Background: an optimization exercise with open tools, aiming at a short achievable clock period and few clock cycles. Do not read the settings as production practice.
No functional check of the RTL was part of this run.
Power figures rest on the tool's default switching activity, not on a simulated workload.

$ cat design/flow/constraint.sdc
create_clock -name core_clock -period 50.0 [get_ports {clk}]
set_input_delay 10.0000 -clock core_clock [delete_from_list [all_inputs] [get_ports {clk}]]
set_output_delay 10.0000 -clock core_clock [all_outputs]
set_load 0.01 [all_outputs]
$ cat design/flow/config.mk
export PLATFORM = sky130hd
export DESIGN_NAME = y86_seq
export DESIGN_NICKNAME = y86_seq
export VERILOG_FILES = /design/flow/design.v
export SDC_FILE = /design/flow/constraint.sdc
export NUM_CORES = 4
export LEC_CHECK = 0
export CAP_MARGIN = 20
export CORE_MARGIN = 2
export CORE_UTILIZATION = 22
export PLACE_DENSITY = 0.3
export SLEW_MARGIN = 20
$ cat design/flow/design.v
`timescale 1ns / 10ps
module y86_seq(
    input clk,
    input rst,
    output [63:0] imem_addr,
    input [79:0] imem_rdata,
    output [63:0] dmem_addr,
    output [63:0] dmem_wdata,
    output dmem_we,
    input [63:0] dmem_rdata,
    output halted
);
reg [63:0] PC;
reg halted_r;
wire [3:0] icode, ifun, rA, rB;
wire [63:0] valA, valB, valC, valP, valE, valF;
wire cnd, halt;
wire [63:0] nPC;
assign imem_addr = PC;
assign halted = halted_r;
fetch fetch_insta(
    .PC(PC),
    .imem_rdata(imem_rdata),
    .icode(icode),
    .ifun(ifun),
    .rA(rA),
    .rB(rB),
    .valC(valC),
    .valP(valP),
    .halt(halt)
);
decode decode_instb(
    .clk(clk),
    .cnd(cnd),
    .halted(halted_r | rst),
    .rA(rA),
    .rB(rB),
    .valE(valE),
    .valF(valF),
    .icode(icode),
    .ifun(ifun),
    .valA(valA),
    .valB(valB)
);
execute execute_instc(
    .clk(clk),
    .rst(rst),
    .halted(halted_r),
    .icode(icode),
    .ifun(ifun),
    .valA(valA),
    .valB(valB),
    .valC(valC),
    .valE(valE),
    .cnd(cnd)
);
memory memory_instd(
    .rst(rst),
    .halted(halted_r),
    .icode(icode),
    .ifun(ifun),
    .valA(valA),
    .valB(valB),
    .valE(valE),
    .valP(valP),
    .dmem_rdata(dmem_rdata),
    .valF(valF),
    .dmem_addr(dmem_addr),
    .dmem_wdata(dmem_wdata),
    .dmem_we(dmem_we)
);
pc_update pc_update_inste(
    .cnd(cnd),
    .icode(icode),
    .ifun(ifun),
    .valC(valC),
    .valP(valP),
    .valF(valF),
    .PC(PC),
    .nPC(nPC)
);
always @(posedge clk)
begin
    if (rst)
    begin
        PC <= 64'd0;
        halted_r <= 1'b0;
    end
    else if (!halted_r)
    begin
        PC <= nPC;
        if (halt)
            halted_r <= 1'b1;
    end
end
endmodule
`timescale 1ns / 10ps
module fetch(PC, imem_rdata, icode, ifun, rA, rB, valC, valP, halt);
input [63:0] PC;
input [79:0] imem_rdata;
output reg [3:0] icode;
output reg [3:0] ifun;
output reg [3:0] rA;
output reg [3:0] rB;
output reg [63:0] valC;
output reg [63:0] valP;
output reg halt;
parameter HALT = 4'b0000;
parameter NOP = 4'b0001;
parameter CMOVXX = 4'b0010;
parameter IRMOVQ = 4'b0011;
parameter RMMOVQ = 4'b0100;
parameter MRMOVQ = 4'b0101;
parameter OPQ = 4'b0110;
parameter JXX = 4'b0111;
parameter CALL = 4'b1000;
parameter RET = 4'b1001;
parameter PUSHQ = 4'b1010;
parameter POPQ = 4'b1011;
wire [7:0] mem [0:9];
genvar gi;
generate for (gi = 0; gi < 10; gi = gi + 1) begin : bytes
    assign mem[gi] = imem_rdata[8*gi+7:8*gi];
end
endgenerate
always @ (*)
    begin
        ifun = mem[0][3:0];
        icode = mem[0][7:4];
        rA = 4'hF;
        rB = 4'hF;
        valC = 64'd0;
        valP = PC + 1;
        halt = 0;
        if (icode == HALT)
        begin
        halt = 1;
        valP = PC + 1;
        end
        else if (icode == NOP)
        begin
        valP = PC + 1;
        end
        else if (icode == CMOVXX)
        begin
        rA = mem[1][7:4];
        rB = mem[1][3:0];
        valP = PC + 2;
        end
        else if (icode == IRMOVQ)
        begin
        rA = mem[1][7:4];
        rB = mem[1][3:0];
        valC = {mem[9], mem[8], mem[7], mem[6], mem[5], mem[4], mem[3], mem[2]};
        valP = PC + 10;
        end
        else if (icode == RMMOVQ)
        begin
        rA = mem[1][7:4];
        rB = mem[1][3:0];
        valC = {mem[9], mem[8], mem[7], mem[6], mem[5], mem[4], mem[3], mem[2]};
        valP = PC + 10;
        end
        else if (icode == MRMOVQ)
        begin
        rA = mem[1][7:4];
        rB = mem[1][3:0];
        valC = {mem[9], mem[8], mem[7], mem[6], mem[5], mem[4], mem[3], mem[2]};
        valP = PC + 10;
        end
        else if (icode == OPQ)
        begin
        rA = mem[1][7:4];
        rB = mem[1][3:0];
        valP = PC + 2;
        end
        else if (icode == JXX)
        begin
        valC = {mem[8], mem[7], mem[6], mem[5], mem[4], mem[3], mem[2], mem[1]};
        valP = PC + 9;
        end
        else if (icode == CALL)
        begin
        valC = {mem[8], mem[7], mem[6], mem[5], mem[4], mem[3], mem[2], mem[1]};
        valP = PC + 9;
        end
        else if (icode == RET)
        begin
        valP = PC + 1;
        end
        else if (icode == PUSHQ)
        begin
        rA = mem[1][7:4];
        rB = mem[1][3:0];
        valP = PC + 2;
        end
        else if (icode == POPQ)
        begin
        rA = mem[1][7:4];
        rB = mem[1][3:0];
        valP = PC + 2;
        end
    end
endmodule
`timescale 1ns/10ps
module decode(
    input clk,
    input cnd,
    input halted,
    input [3:0] rA,
    input [3:0] rB,
    input [63:0] valE,
    input [63:0] valF,
    input [3:0] icode,
    input [3:0] ifun,
    output reg [63:0] valA,
    output reg [63:0] valB
);
reg [63:0]rm[0:14];
parameter HALT = 4'b0000;
parameter NOP = 4'b0001;
parameter CMOVXX = 4'b0010;
parameter IRMOVQ = 4'b0011;
parameter RMMOVQ = 4'b0100;
parameter MRMOVQ = 4'b0101;
parameter OPQ = 4'b0110;
parameter JXX = 4'b0111;
parameter CALL = 4'b1000;
parameter RET = 4'b1001;
parameter PUSHQ = 4'b1010;
parameter POPQ = 4'b1011;
reg [3:0] srcA, srcB, dstE, dstM;
always @(*) begin
    srcA = 4'hF;
    srcB = 4'hF;
    dstE = 4'hF;
    dstM = 4'hF;
    case(icode)
    CMOVXX:
    begin
    srcA = rA;
    if (cnd) dstE = rB;
    end
    IRMOVQ:
    begin
    dstE = rB;
    end
    RMMOVQ:
    begin
    srcA = rA;
    srcB = rB;
    end
    MRMOVQ:
    begin
    srcB = rB;
    dstM = rA;
    end
    OPQ:
    begin
    srcA = rA;
    srcB = rB;
    dstE = rB;
    end
    CALL:
    begin
    srcB = 4'd4;
    dstE = 4'd4;
    end
    RET:
    begin
    srcA = 4'd4;
    srcB = 4'd4;
    dstE = 4'd4;
    end
    PUSHQ:
    begin
    srcA = rA;
    srcB = 4'd4;
    dstE = 4'd4;
    end
    POPQ:
    begin
    srcA = 4'd4;
    srcB = 4'd4;
    dstE = 4'd4;
    dstM = rA;
    end
    default: ;
    endcase
    valA = (srcA == 4'hF) ? 64'd0 : rm[srcA];
    valB = (srcB == 4'hF) ? 64'd0 : rm[srcB];
end
integer i;
always @ (posedge clk)
    begin
        if (!halted)
        begin
            for (i = 0; i < 15; i = i + 1)
            begin
                if (dstM == i)
                    rm[i] <= valF;
                else if (dstE == i)
                    rm[i] <= valE;
            end
        end
   end
endmodule
`timescale 1ns / 10ps
module execute(
    input clk,
    input rst,
    input halted,
    input [3:0]icode,
    input [3:0]ifun,
    input [63:0]valA,
    input [63:0]valB,
    input [63:0]valC,
    output reg signed [63:0] valE,
    output reg cnd
);
parameter HALT = 4'b0000;
parameter NOP = 4'b0001;
parameter CMOVXX = 4'b0010;
parameter IRMOVQ = 4'b0011;
parameter RMMOVQ = 4'b0100;
parameter MRMOVQ = 4'b0101;
parameter OPQ = 4'b0110;
parameter JXX = 4'b0111;
parameter CALL = 4'b1000;
parameter RET = 4'b1001;
parameter PUSHQ = 4'b1010;
parameter POPQ = 4'b1011;
parameter FRRMOVQ = 4'b0000;
parameter FCMOVLE = 4'b0001;
parameter FCMOVL = 4'b0010;
parameter FCMOVE = 4'b0011;
parameter FCMOVNE = 4'b0100;
parameter FCMOVGE = 4'b0101;
parameter FCMOVG = 4'b0110;
parameter FOPADD = 4'b0000;
parameter FOPSUB = 4'b0001;
parameter FOPAND = 4'b0010;
parameter FOPXOR = 4'b0011;
parameter OPAND = 2'b00;
parameter OPXOR = 2'b01;
parameter OPADD = 2'b10;
parameter OPSUB = 2'b11;
reg z, s, o;
reg [1:0] select;
wire signed [63:0] p;
wire signed [63:0] q;
wire signed [63:0] r;
wire ofw;
assign p = valB;
assign q = valA;
alu inst1(
    .select(select),
    .p(p),
    .q(q),
    .r(r),
    .ofw(ofw)
);
always @(*)
begin
    case(ifun)
        FOPAND: select = OPAND;
        FOPXOR: select = OPXOR;
        FOPSUB: select = OPSUB;
        default: select = OPADD;
    endcase
end
wire new_z, new_s, new_o;
assign new_z = (r == 64'd0);
assign new_s = r[63];
assign new_o = (select == OPADD) ? ((p[63] == q[63]) && (r[63] != p[63])) :
               (select == OPSUB) ? ((p[63] != q[63]) && (r[63] != p[63])) : 1'b0;
always @(posedge clk)
begin
    if (rst)
    begin
        z <= 1'b1;
        s <= 1'b0;
        o <= 1'b0;
    end
    else if (icode == OPQ && !halted)
    begin
        z <= new_z;
        s <= new_s;
        o <= new_o;
    end
end
reg cc;
always @(*)
begin
    case(ifun)
        4'd0: cc = 1'b1;
        4'd1: cc = (s ^ o) | z;
        4'd2: cc = s ^ o;
        4'd3: cc = z;
        4'd4: cc = ~z;
        4'd5: cc = ~(s ^ o);
        4'd6: cc = ~(s ^ o) & ~z;
        default: cc = 1'b0;
    endcase
end
always @(*)
begin
    cnd = 0;
    valE = 64'd0;
    if(icode == CMOVXX)
    begin
        cnd = cc;
        valE = 64'd0 + valA;
    end
    else if(icode == IRMOVQ)
    begin
        valE = 64'd0 + valC;
    end
    else if(icode == RMMOVQ)
    begin
        valE = valB + valC;
    end
    else if(icode == MRMOVQ)
    begin
        valE = valB + valC;
    end
    else if(icode == OPQ)
    begin
        valE = r;
    end
    else if(icode == JXX)
    begin
        cnd = cc;
    end
    else if(icode == CALL)
    begin
        valE = -64'd8 + valB;
    end
    else if(icode == RET)
    begin
        valE = 64'd8 + valB;
    end
    else if(icode == PUSHQ)
    begin
        valE = -64'd8 + valB;
    end
    else if(icode == POPQ)
    begin
        valE = 64'd8 + valB;
    end
end
endmodule
`timescale 1ns / 10ps
module memory(
    input rst,
    input halted,
    input [3:0] icode,
    input [3:0] ifun,
    input [63:0] valA,
    input [63:0] valB,
    input [63:0] valE,
    input [63:0] valP,
    input [63:0] dmem_rdata,
    output reg [63:0] valF,
    output reg [63:0] dmem_addr,
    output reg [63:0] dmem_wdata,
    output reg dmem_we
);
parameter HALT = 4'b0000;
parameter NOP = 4'b0001;
parameter CMOVXX = 4'b0010;
parameter IRMOVQ = 4'b0011;
parameter RMMOVQ = 4'b0100;
parameter MRMOVQ = 4'b0101;
parameter OPQ = 4'b0110;
parameter JXX = 4'b0111;
parameter CALL = 4'b1000;
parameter RET = 4'b1001;
parameter PUSHQ = 4'b1010;
parameter POPQ = 4'b1011;
always @(*)
begin
    dmem_addr = valE;
    dmem_wdata = valA;
    dmem_we = 1'b0;
    valF = dmem_rdata;
    case(icode)
    RMMOVQ:
    begin
        dmem_we = 1'b1;
    end
    CALL:
    begin
        dmem_wdata = valP;
        dmem_we = 1'b1;
    end
    RET:
    begin
        dmem_addr = valA;
    end
    PUSHQ:
    begin
        dmem_we = 1'b1;
    end
    POPQ:
    begin
        dmem_addr = valA;
    end
    default: ;
    endcase
    if (rst || halted)
        dmem_we = 1'b0;
end
endmodule
`timescale 1ns / 10ps
module pc_update(
    input cnd,
    input [3:0]icode,
    input [3:0]ifun,
    input [63:0]valC,
    input [63:0]valP,
    input [63:0]valF,
    input [63:0]PC,
    output reg [63:0]nPC
);
parameter HALT = 4'b0000;
parameter NOP = 4'b0001;
parameter CMOVXX = 4'b0010;
parameter IRMOVQ = 4'b0011;
parameter RMMOVQ = 4'b0100;
parameter MRMOVQ = 4'b0101;
parameter OPQ = 4'b0110;
parameter JXX = 4'b0111;
parameter CALL = 4'b1000;
parameter RET = 4'b1001;
parameter PUSHQ = 4'b1010;
parameter POPQ = 4'b1011;
always @(*)
begin
    case(icode)
    HALT:
    begin
        nPC = PC;
    end
    JXX:
    begin
        if(cnd == 1)
        begin
            nPC = valC;
        end
        else
        begin
            nPC = valP;
        end
    end
    CALL:
    begin
        nPC = valC;
    end
    RET:
    begin
        nPC = valF;
    end
    default:
    begin
        nPC = valP;
    end
    endcase
end
endmodule
`timescale 1ns / 1ps
module alu(select, p, q, r, ofw);
input [1:0] select;
input signed [63:0] p, q;
output reg signed [63:0] r;
output reg ofw;
wire signed [63:0] and_out, xor_out, add_out, sub_out;
wire and_ofw, xor_ofw, add_ofw, sub_ofw;
and64 sel_and(p, q, and_out);
xor64 sel_xor(p, q, xor_out);
add64 sel_add(p, q, add_out, add_ofw);
subg sel_sub(p, q, sub_out, sub_ofw);
always @(*)
begin
if (select == 2'b00) begin
    r = and_out;
    ofw = 0;
end
else if(select == 2'b01) begin
    r = xor_out;
    ofw = 0;
end
else if(select == 2'b10) begin
    r = add_out;
    ofw = add_ofw;
end
else begin
    r = sub_out;
    ofw = sub_ofw;
end
end
endmodule
`timescale 1ns / 1ps
module add64(p,q,r,ofw);
input signed [63:0]p, q;
output signed [63:0]r;
output ofw;
wire [64:0]c;
assign c[0] = 0;
genvar idx;
generate for(idx = 0; idx < 64; idx = idx + 1) begin
addg gate1(p[idx], q[idx], c[idx], r[idx], c[idx + 1]);
end
endgenerate
xor gate2(ofw, c[63], c[64]);
endmodule
`timescale 1ns / 1ps
module addg(p,q,c,r,carry);
input p;
input q;
input c;
output r;
output carry;
wire w1, w2, w3;
xor gate1(r, p, q, c);
and gate2(w1, p, q);
and gate3(w2, p, c);
and gate4(w3, q, c);
or gate5(carry, w1, w2, w3);
endmodule
`timescale 1ns / 1ps
module subg (p,q,r,ofw);
input signed [63:0] p, q;
output ofw;
output signed [63:0] r;
wire [63:0]c;
genvar idx;
for (idx = 0; idx < 64; idx = idx + 1) begin
    not gate1 (c[idx],q[idx]);
end
wire [63:0]ob;
assign ob = 1;
wire [63:0]def;
wire dummy;
add64 gate2(c, ob, def, dummy);
add64 gate3(p, def, r, ofw);
endmodule
`timescale 1ns / 1ps
module and64(p,q,r);
input signed [63:0]p, q;
output signed [63:0]r;
genvar idx;
generate for(idx = 0; idx < 64; idx = idx + 1) begin
  andg gate1(p[idx], q[idx], r[idx]);
end
endgenerate
endmodule
`timescale 1ns / 1ps
module andg(p,q,r);
input p;
input q;
output r;
and gate1(r,p,q);
endmodule
`timescale 1ns / 1ps
module xor64(p,q,r);
input signed [63:0]p;
input signed [63:0]q;
output signed [63:0]r;
genvar idx;
generate for(idx = 0; idx < 64; idx = idx + 1) begin
  xorg gate1(p[idx], q[idx], r[idx]);
end
endgenerate
endmodule
`timescale 1ns / 1ps
module xorg(p,q,r);
input p;
input q;
output r;
xor gate1(r, p, q);
endmodule
$ cat design/flow/run.sh
#!/bin/bash
# synth_recipe.tcl (not shown) runs the flow's synth.tcl, then flattens the netlist and writes it again
# the make line also repeats each setting of config.mk as NAME=value (left out here)
make -C /OpenROAD-flow-scripts/flow DESIGN_CONFIG=/design/flow/config.mk WORK_HOME=/design/flow/orfs CLKGATE_MAP_FILE= SYNTH_SCRIPT=/design/flow/synth_recipe.tcl finish
==> qor.txt <==
Multi-input logic area - 46700 sq um
Worst Hold Path EP - execute_instc.o
Combinational family with the most area after synthesis - compound AO/OA/AOI/OAI gates
CTS root buffer - clkbuf_16
Die Width - 607 microns
Synthesized area - 79900 sq um
Part of the cycle the worst path needs - 98.5%
Global-route wire length before repair - 898 mm
R2r startpoint - decode_instb.rm[5][0]
WP data arrival - 39230 ps
DP Worst Slack - -2550 ps
Library cells used by synthesis - 113
Top FF cell, synth - edfxtp_1
Final wirelength - 703 mm
RSZ-0062 raised after global routing - false
Critical path type - in -> out
Clk slew on worst S/H paths - 80 ps
Core area - 362000 sq um
Final number of setup-violating endpoints - 0
Area growth syn-to-layout - 22.7%
Max stage delay on crit path - 540 ps
Yosys reg bits - 1028
WP buf/inv - 12
Per-cell routed wire length - 47.5 microns
Total track usage - 36.9%
CTS buffer count - 146
CTS Buffer Depth - 4
Design Power - 3020 uW
EDFF count, synth - 960
Clock Skew - 70.3 ps
Die area - 368000 sq um
Adder-cell share of the synthesized area - 6.13%
Io pins - 340
Die Y - 607 microns
First-pass detailed-route iteration total - 9
Worst Min Path Start - execute_instc.o
Post-route ant nets - 0
Gate Count Post-Synth - 9523
Endpoint type of the worst setup path - primary output
Crit path launch type - input port
Final min period - 49230 ps
Worst min path class - reg -> reg
Clk sink count - 1028
Most frequent cells in the layout - 1257 x a21oi_1, 1102 x nor2_1, 960 x edfxtp_1
Worst skew pair latency - 920 ps
Family with the most delay on the worst path - adder cells
Layout filler cell count - 38.9k
Seq/Total Area, Yosys - 37.8%
Hold buffers post-CTS - 0
Vias in the first global route - 84.1k
Setup slack after layout - 775 ps
DR vias - 90.8k
Post-synthesis compound-gate area fraction - 29.5%
Largest net degree at the start of global routing - 65
H-tree Lvls - 4
Gr ovfl total - 0
CP required - 40000 ps
Initial DRC count - 14.8k
Outcome - no timing/DRC/antenna violations
Syn avg cell area - 8.39 sq um
Worst-path maximum fanout - 37
Reg-to-reg endpoint - execute_instc.z
Max Fclk - 20.3 MHz
Final Hold Fails - 0
Yosys Warn Count - 8
Final GP Congestion - 1.01
Layout cells sized above 1 - 15.0%
Pwr dens - 30.8 nW/um^2
Crit path top cell by count - fa_1
Syn Nets - 9986
CTS tree - built
Via/cell ratio - 6.14
DP HPWL - 523 mm
Port bufs - 339
Remaining DRCs - 0
Leakage - 0.0349 uW
Most common cell after layout, fill and taps aside - a21oi_1
Nets - 10.3k
Crit path max-delay cell type - fa_2
Synth async-reset ratio - 0%
XOR/XNOR share of the synthesized area - 2.20%
Register area - 30200 sq um
Max-cap viol count - 0
Reg2Reg Depth - 80
# rows - 221
VDD IR max - 0.0000228 V
Worst Hold Depth - 2
Multiplexer share of the synthesized area - 1.72%
Flop-to-flop setup slack - 19550 ps
Synth Area in Simple Gates - 16.6%
Initial core utilization - 22.1%
Slew headroom - 6.94%
Antenna violations before repair - 75
Final slew viol count - 0
Slew @ Worst Pin - 1390 ps
cell families (layout without fill, tap and decap cells):
| group | count (synthesis) | after routing |
|---|---|---|
| multiplexers | 127 | 127 |
| AO/OA/AOI/OAI | 3656 | 3656 |
| flip-flops | 1028 | 1028 |
| adder cells (fa/ha/maj) | 318 | 318 |
| other | 0 | 36 |
| XOR/XNOR | 201 | 201 |
| AND/OR/NAND/NOR | 2974 | 2975 |
| buffers and inverters | 1219 | 1662 |
routing by layer:
metal | vias to the layer above | track usage [%] | part of all wire, %
met5 | - | 0 | 0.014
met4 | 16 | 22.2 | 7.1
met3 | 1420 | 7.40 | 8.7
met2 | 6381 | 55.3 | 42
met1 | 46500 | 48.9 | 42
li1 | 36600 | - | -
per-stage QoR:
stage	cells	utilization [%]	cell area (sq um)	TNS, ps	hold slack (ps)
6_report	14800	27.1	98100	0	470
5_1_grt	14800	27.1	98000	0	487
4_1_cts	14800	27.0	97900	0	471
3_5_place_dp	14500	25.7	93100	-10450	462
3_3_place_gp	14500	25.7	93000	-10390	459
2_1_floorplan	9523	-	80100	0	445
layout make-up:
class,instances,area share [%]
diodes,36,0.0919
clock buffers,178,3.85
clock inverters,73,0.680
inverters,252,0.965
multi-input cells,7277,47.6
flip-flops and latches,1028,30.8
well taps,4794,6.12
repair buffers,1159,9.88
worst min-delay path, delay by kind of cell, from the launching register on:
family	cells	cell delay (ps)
flops	1	320
simple gates	1	60
compound gates	1	50
cells in the mapped netlist (all sizes together), types with 123 or more instances:
cell    instances  area share (%)
buf           252             1.5
ha            194             3.0
nor3          127            0.85
fa            123             3.1
clkbuf        715             3.4
nand3         197             1.2
o21ai         706             4.4
nand4         167             1.3
edfxtp        960              36
a22o          146             1.6
xnor2         137             1.5
inv           248             1.2
a21oi        1308             8.2
a22oi         421             4.0
nand2         961             4.5
nor2         1154             5.4
a221oi        155             1.7
flip-flops by register name, indices dropped and copies added (netlist names):
signal / flops
halted_r: 1
PC: 64
decode_instb.rm: 960
execute_instc.o: 1
execute_instc.z: 1
execute_instc.s: 1
report_power, final:
part           switching (uW)  internal (uW)
Combinational             666            294
Clock                     477            576
Sequential               26.7            978
repair_timing:
item | CTS | global route
buffers inserted | 7 | 3
gates cloned | 1 | 0
gates resized for setup | 84 | 27
setup endpoints to repair | 7 | 4
pin swaps | 13 | 6
worst max-delay path by stage:
stage	startpoint	to	slack, ps	cells past startpoint
global route	imem_rdata[15]	dmem_addr[62]	30	87
floorplan	imem_rdata[6]	dmem_addr[62]	40	88
CTS	imem_rdata[15]	dmem_addr[62]	9	89
global placement	imem_rdata[7]	dmem_addr[62]	-2560	86
detailed placement	imem_rdata[7]	dmem_addr[62]	-2550	86
finish	imem_rdata[15]	dmem_addr[61]	770	88

[static timing again, ports no longer ideal]
In the flow no input, the clock included, has a driving cell. The finished layout below was timed again as built, in two steps.
Step 1, drivers: a clkbuf_16 drives clk and a buf_2 each remaining input, both assumed.
Step 2, shift: input delay + t, output delay - t, t = (earliest + latest rising clock arrival at the registers) / 2. This alone moves slack from input paths to output paths.
Slacks: ideal / step 1 / step 2; pairs: ideal / step 1.
t (ns): 0.995
setup slack, ns: 0.775 / 0.740 / 0.740
hold slack, ns: 0.470 / 0.470 / 0.470
After both steps setup and hold are still met in this run. The setup slack of this run moves by -0.035 ns with the drivers and by -0.035 ns with both steps.
